Source: an optimization exercise on an open RTL-to-GDS flow (aim: small area). Production flows keep margins and buffers that such runs may drop.
RTL that was checked went through simulation tests only; none was proved equivalent to the original.

==> build 6 <==
## multiplier
module multiplier(
  input wire clk,
  input wire rst_n,
  input wire [15:0] a,
  input wire [15:0] b,
  output reg [31:0] res);
==> flow/config.mk <==
export PLATFORM = sky130hd
export DESIGN_NAME = multiplier
export DESIGN_NICKNAME = multiplier
export VERILOG_FILES = /design/flow/design.v
export SDC_FILE = /design/flow/constraint.sdc
export NUM_CORES = 4
export LEC_CHECK = 0
export CAP_MARGIN = 20
export CORE_MARGIN = 2
export CORE_UTILIZATION = 70
export CTS_BUF_LIST = sky130_fd_sc_hd__clkbuf_4 sky130_fd_sc_hd__clkbuf_8
export GPL_TIMING_DRIVEN = 0
export SLEW_MARGIN = 20
export SYNTH_HIERARCHICAL = 1
export SYNTH_MINIMUM_KEEP_SIZE = 0
==> flow/constraint.sdc <==
create_clock -name core_clock -period 7.5 [get_ports {clk}]
set_input_delay 1.5000 -clock core_clock [delete_from_list [all_inputs] [get_ports {clk}]]
set_output_delay 1.5000 -clock core_clock [all_outputs]
set_load 0.01 [all_outputs]
standard.sh (not shown) runs the stock make flow with config.mk's settings and CLKGATE_MAP_FILE= SYNTH_SCRIPT=/design/flow/synth_recipe.tcl, a recipe that flattens the netlist after the stock synthesis.
==> flow/flow/run.sh <==
#!/bin/bash
# Own layout flow: the standard flow (standard.sh), with
#  - port buffers of the smallest buffer cell (buf_1) instead of the default choice,
#  - the a21oi cells that synthesis upsized put back to a21oi_1 before floorplanning
#    (the resizer upsizes again wherever timing needs it).
set -euo pipefail
here=$(pwd)
export BUFFER_PORTS_ARGS="-buffer_cell sky130_fd_sc_hd__buf_1"
export PRE_FLOORPLAN_TCL="$here/flow/pre_floorplan.tcl"
bash standard.sh > "$here/standard_flow.log" 2>&1
==> flow/flow/pre_floorplan.tcl <==
# Put cells that synthesis upsized back to their smallest size; the resizer upsizes
# again where timing needs it.
set db [ord::get_db]
set swaps {sky130_fd_sc_hd__a21oi_2 sky130_fd_sc_hd__a21oi_1 sky130_fd_sc_hd__o21ai_2 sky130_fd_sc_hd__o21ai_1}
set n 0
foreach inst [[ord::get_db_block] getInsts] {
  set m [[$inst getMaster] getName]
  if {[dict exists $swaps $m]} {
    $inst swapMaster [$db findMaster [dict get $swaps $m]]
    incr n
  }
}
puts "pre_floorplan: downsized $n cells"
==> trial 44 (differences from build 6) <==
--- a/flow/design.v
+++ b/flow/design.v
@@ -769,11 +769,10 @@
   wire w763;
   wire w764;
   wire w765;
   wire w766;
   wire w767;
-  wire w768;
   wire w769;
   wire w770;
   wire w771;
   wire w772;
   wire w773;
@@ -795,11 +794,10 @@
   wire w789;
   wire w790;
   wire w791;
   wire w792;
   wire w793;
-  wire w794;
   wire w795;
   wire w796;
   wire w797;
   wire w798;
   wire w799;
@@ -821,11 +819,45 @@
   wire w815;
   wire w816;
   wire w817;
   wire w818;
   wire w819;
-  wire w820;
+  wire w821;
+  wire w822;
+  wire w823;
+  wire w824;
+  wire w825;
+  wire w826;
+  wire w827;
+  wire w828;
+  wire w829;
+  wire w830;
+  wire w831;
+  wire w832;
+  wire w833;
+  wire w834;
+  wire w835;
+  wire w836;
+  wire w837;
+  wire w838;
+  wire w839;
+  wire w841;
+  wire w842;
+  wire w843;
+  wire w844;
+  wire w845;
+  wire w846;
+  wire w847;
+  wire w848;
+  wire w849;
+  wire w850;
+  wire w851;
+  wire w852;
+  wire w853;
+  wire w854;
+  wire w855;
+  wire w856;
   wire [31:0] p;
   c_inv u0 (a[0], w1);
   c_inv u1 (a[1], w2);
   c_inv u2 (a[2], w3);
   c_inv u3 (a[3], w4);
@@ -1367,59 +1399,90 @@
   c_a21oi u539 (w757, w756, w758, w760);
   c_xor u540 (w680, w681, w761);
   c_nor u541 (w680, w681, w762);
   c_xnor u542 (w761, w760, w763);
   c_a21oi u543 (w761, w760, w762, w764);
-  c_ha u544 (w682, w683, w765, w766);
-  c_xor u545 (w765, w764, w767);
-  c_a21oi u546 (w765, w764, w766, w768);
-  c_xor u547 (w684, w685, w769);
-  c_nor u548 (w684, w685, w770);
-  c_xnor u549 (w769, w768, w771);
-  c_a21oi u550 (w769, w768, w770, w772);
-  c_ha u551 (w686, w687, w773, w774);
-  c_xor u552 (w773, w772, w775);
-  c_a21oi u553 (w773, w772, w774, w776);
-  c_xor u554 (w688, w689, w777);
-  c_nor u555 (w688, w689, w778);
-  c_xnor u556 (w777, w776, w779);
-  c_a21oi u557 (w777, w776, w778, w780);
-  c_ha u558 (w690, w691, w781, w782);
-  c_xor u559 (w781, w780, w783);
-  c_a21oi u560 (w781, w780, w782, w784);
-  c_xor u561 (w692, w693, w785);
-  c_nor u562 (w692, w693, w786);
-  c_xnor u563 (w785, w784, w787);
-  c_a21oi u564 (w785, w784, w786, w788);
-  c_ha u565 (w694, w695, w789, w790);
-  c_xor u566 (w789, w788, w791);
-  c_a21oi u567 (w789, w788, w790, w792);
-  c_xor u568 (w696, w697, w793);
-  c_nor u569 (w696, w697, w794);
-  c_xnor u570 (w793, w792, w795);
-  c_a21oi u571 (w793, w792, w794, w796);
-  c_ha u572 (w698, w699, w797, w798);
-  c_xor u573 (w797, w796, w799);
-  c_a21oi u574 (w797, w796, w798, w800);
-  c_xor u575 (w700, w701, w801);
-  c_nor u576 (w700, w701, w802);
-  c_xnor u577 (w801, w800, w803);
-  c_a21oi u578 (w801, w800, w802, w804);
-  c_ha u579 (w702, w703, w805, w806);
-  c_xor u580 (w805, w804, w807);
+  c_inv u544 (w764, w765);
+  c_ha u545 (w682, w683, w766, w767);
+  c_nor u546 (w682, w683, w769);
+  c_inv u547 (w767, w770);
+  c_xor u548 (w684, w685, w771);
+  c_nor u549 (w684, w685, w772);
+  c_a21oi u550 (w771, w770, w772, w773);
+  c_a21oi u551 (w771, w769, w772, w774);
+  c_ha u552 (w686, w687, w775, w776);
+  c_a21oi u553 (w775, w773, w776, w777);
+  c_a21oi u554 (w775, w774, w776, w778);
+  c_xor u555 (w688, w689, w779);
+  c_nor u556 (w688, w689, w780);
+  c_a21oi u557 (w779, w777, w780, w781);
+  c_a21oi u558 (w779, w778, w780, w782);
+  c_xor u559 (w766, w764, w783);
+  c_o21ai u560 (w765, w769, w770, w784);
+  c_xor u561 (w771, w784, w785);
+  c_a21oi u562 (w764, w774, w773, w786);
+  c_xnor u563 (w775, w786, w787);
+  c_o21ai u564 (w765, w778, w777, w788);
+  c_xor u565 (w779, w788, w789);
+  c_a21oi u566 (w764, w782, w781, w790);
+  c_inv u567 (w790, w791);
+  c_ha u568 (w690, w691, w792, w793);
+  c_nor u569 (w690, w691, w795);
+  c_inv u570 (w793, w796);
+  c_xor u571 (w692, w693, w797);
+  c_nor u572 (w692, w693, w798);
+  c_a21oi u573 (w797, w796, w798, w799);
+  c_a21oi u574 (w797, w795, w798, w800);
+  c_ha u575 (w694, w695, w801, w802);
+  c_a21oi u576 (w801, w799, w802, w803);
+  c_a21oi u577 (w801, w800, w802, w804);
+  c_xor u578 (w696, w697, w805);
+  c_nor u579 (w696, w697, w806);
+  c_a21oi u580 (w805, w803, w806, w807);
   c_a21oi u581 (w805, w804, w806, w808);
-  c_xor u582 (w704, w705, w809);
-  c_nor u583 (w704, w705, w810);
-  c_xnor u584 (w809, w808, w811);
-  c_a21oi u585 (w809, w808, w810, w812);
-  c_ha u586 (w706, w707, w813, w814);
-  c_xor u587 (w813, w812, w815);
-  c_a21oi u588 (w813, w812, w814, w816);
-  c_xor u589 (w708, w288, w817);
-  c_nor u590 (w708, w288, w818);
-  c_xnor u591 (w817, w816, w819);
-  c_a21oi u592 (w817, w816, w818, w820);
+  c_xor u582 (w792, w791, w809);
+  c_o21ai u583 (w790, w795, w796, w810);
+  c_xor u584 (w797, w810, w811);
+  c_a21oi u585 (w791, w800, w799, w812);
+  c_xnor u586 (w801, w812, w813);
+  c_o21ai u587 (w790, w804, w803, w814);
+  c_xor u588 (w805, w814, w815);
+  c_a21oi u589 (w791, w808, w807, w816);
+  c_inv u590 (w816, w817);
+  c_ha u591 (w698, w699, w818, w819);
+  c_nor u592 (w698, w699, w821);
+  c_inv u593 (w819, w822);
+  c_xor u594 (w700, w701, w823);
+  c_nor u595 (w700, w701, w824);
+  c_a21oi u596 (w823, w822, w824, w825);
+  c_a21oi u597 (w823, w821, w824, w826);
+  c_ha u598 (w702, w703, w827, w828);
+  c_a21oi u599 (w827, w825, w828, w829);
+  c_a21oi u600 (w827, w826, w828, w830);
+  c_xor u601 (w818, w817, w831);
+  c_o21ai u602 (w816, w821, w822, w832);
+  c_xor u603 (w823, w832, w833);
+  c_a21oi u604 (w817, w826, w825, w834);
+  c_xnor u605 (w827, w834, w835);
+  c_o21ai u606 (w816, w830, w829, w836);
+  c_inv u607 (w836, w837);
+  c_ha u608 (w704, w705, w838, w839);
+  c_nor u609 (w704, w705, w841);
+  c_inv u610 (w839, w842);
+  c_xor u611 (w706, w707, w843);
+  c_nor u612 (w706, w707, w844);
+  c_a21oi u613 (w843, w842, w844, w845);
+  c_a21oi u614 (w843, w841, w844, w846);
+  c_ha u615 (w708, w288, w847, w848);
+  c_a21oi u616 (w847, w845, w848, w849);
+  c_a21oi u617 (w847, w846, w848, w850);
+  c_xor u618 (w838, w836, w851);
+  c_o21ai u619 (w837, w841, w842, w852);
+  c_xor u620 (w843, w852, w853);
+  c_a21oi u621 (w836, w846, w845, w854);
+  c_xnor u622 (w847, w854, w855);
+  c_o21ai u623 (w837, w850, w849, w856);
   assign p[0] = w33;
   assign p[1] = w709;
   assign p[2] = w711;
   assign p[3] = w713;
   assign p[4] = w715;
@@ -1433,25 +1496,25 @@
   assign p[12] = w747;
   assign p[13] = w751;
   assign p[14] = w755;
   assign p[15] = w759;
   assign p[16] = w763;
-  assign p[17] = w767;
-  assign p[18] = w771;
-  assign p[19] = w775;
-  assign p[20] = w779;
-  assign p[21] = w783;
-  assign p[22] = w787;
-  assign p[23] = w791;
-  assign p[24] = w795;
-  assign p[25] = w799;
-  assign p[26] = w803;
-  assign p[27] = w807;
-  assign p[28] = w811;
-  assign p[29] = w815;
-  assign p[30] = w819;
-  assign p[31] = w820;
+  assign p[17] = w783;
+  assign p[18] = w785;
+  assign p[19] = w787;
+  assign p[20] = w789;
+  assign p[21] = w809;
+  assign p[22] = w811;
+  assign p[23] = w813;
+  assign p[24] = w815;
+  assign p[25] = w831;
+  assign p[26] = w833;
+  assign p[27] = w835;
+  assign p[28] = w851;
+  assign p[29] = w853;
+  assign p[30] = w855;
+  assign p[31] = w856;
   always @(posedge clk or negedge rst_n) begin
     if (!rst_n) res <= 32'd0;
     else res <= p;
   end
 endmodule
@@ -1470,10 +1533,13 @@
   assign o = ~x;
 endmodule
 module c_nor(input wire x, input wire y, output wire o);
   assign o = ~(x | y);
 endmodule
+module c_o21ai(input wire a1, input wire a2, input wire b1, output wire o);
+  assign o = ~((a1 | a2) & b1);
+endmodule
 module c_xnor(input wire x, input wire y, output wire o);
   assign o = ~(x ^ y);
 endmodule
 module c_xor(input wire x, input wire y, output wire o);
   assign o = x ^ y;
==> notes <==
- Build 6 aborted during global routing, error GRT-0232. Trial 44 finished with timing, DRC and antenna clean.
- Between build 6 and trial 44, the lower synthesized cell count is in build 6 (gap about 5%, measured against trial 44).
Function not checked in build 6: the RTL went through the layout flow alone.

port drivers added, routing unchanged:
The results above use ideal ports. As a check the final layout listed here was re-extracted and re-timed, cells and wires unchanged. Step 1 (the two cells are an assumption about what drives the block):
set clk [get_ports {clk}]
set_driving_cell -lib_cell sky130_fd_sc_hd__clkbuf_16 $clk
set_driving_cell -lib_cell sky130_fd_sc_hd__buf_2 [delete_from_list [all_inputs] $clk]
Step 2 adds t to the input delays and takes it off the output delays; t is the mean of the earliest and latest rising clock arrival at the registers after step 1. Input paths then give back, and output paths get back, about the clock's delay inside the block. Slacks: ideal ports / drivers / drivers and shift; pairs: ideal ports / drivers.
run: trial 44
shift t [ns]: 0.336
setup slack, ns: 0.221 / 0.240 / -0.095
worst setup path at the end: input to register
worst data-port slew with drivers (ns): 0.05
Met with ideal ports but missed after step 2: setup timing in trial 44. The setup slack of trial 44 moves by +0.019 ns with the drivers and by -0.316 ns with both steps.
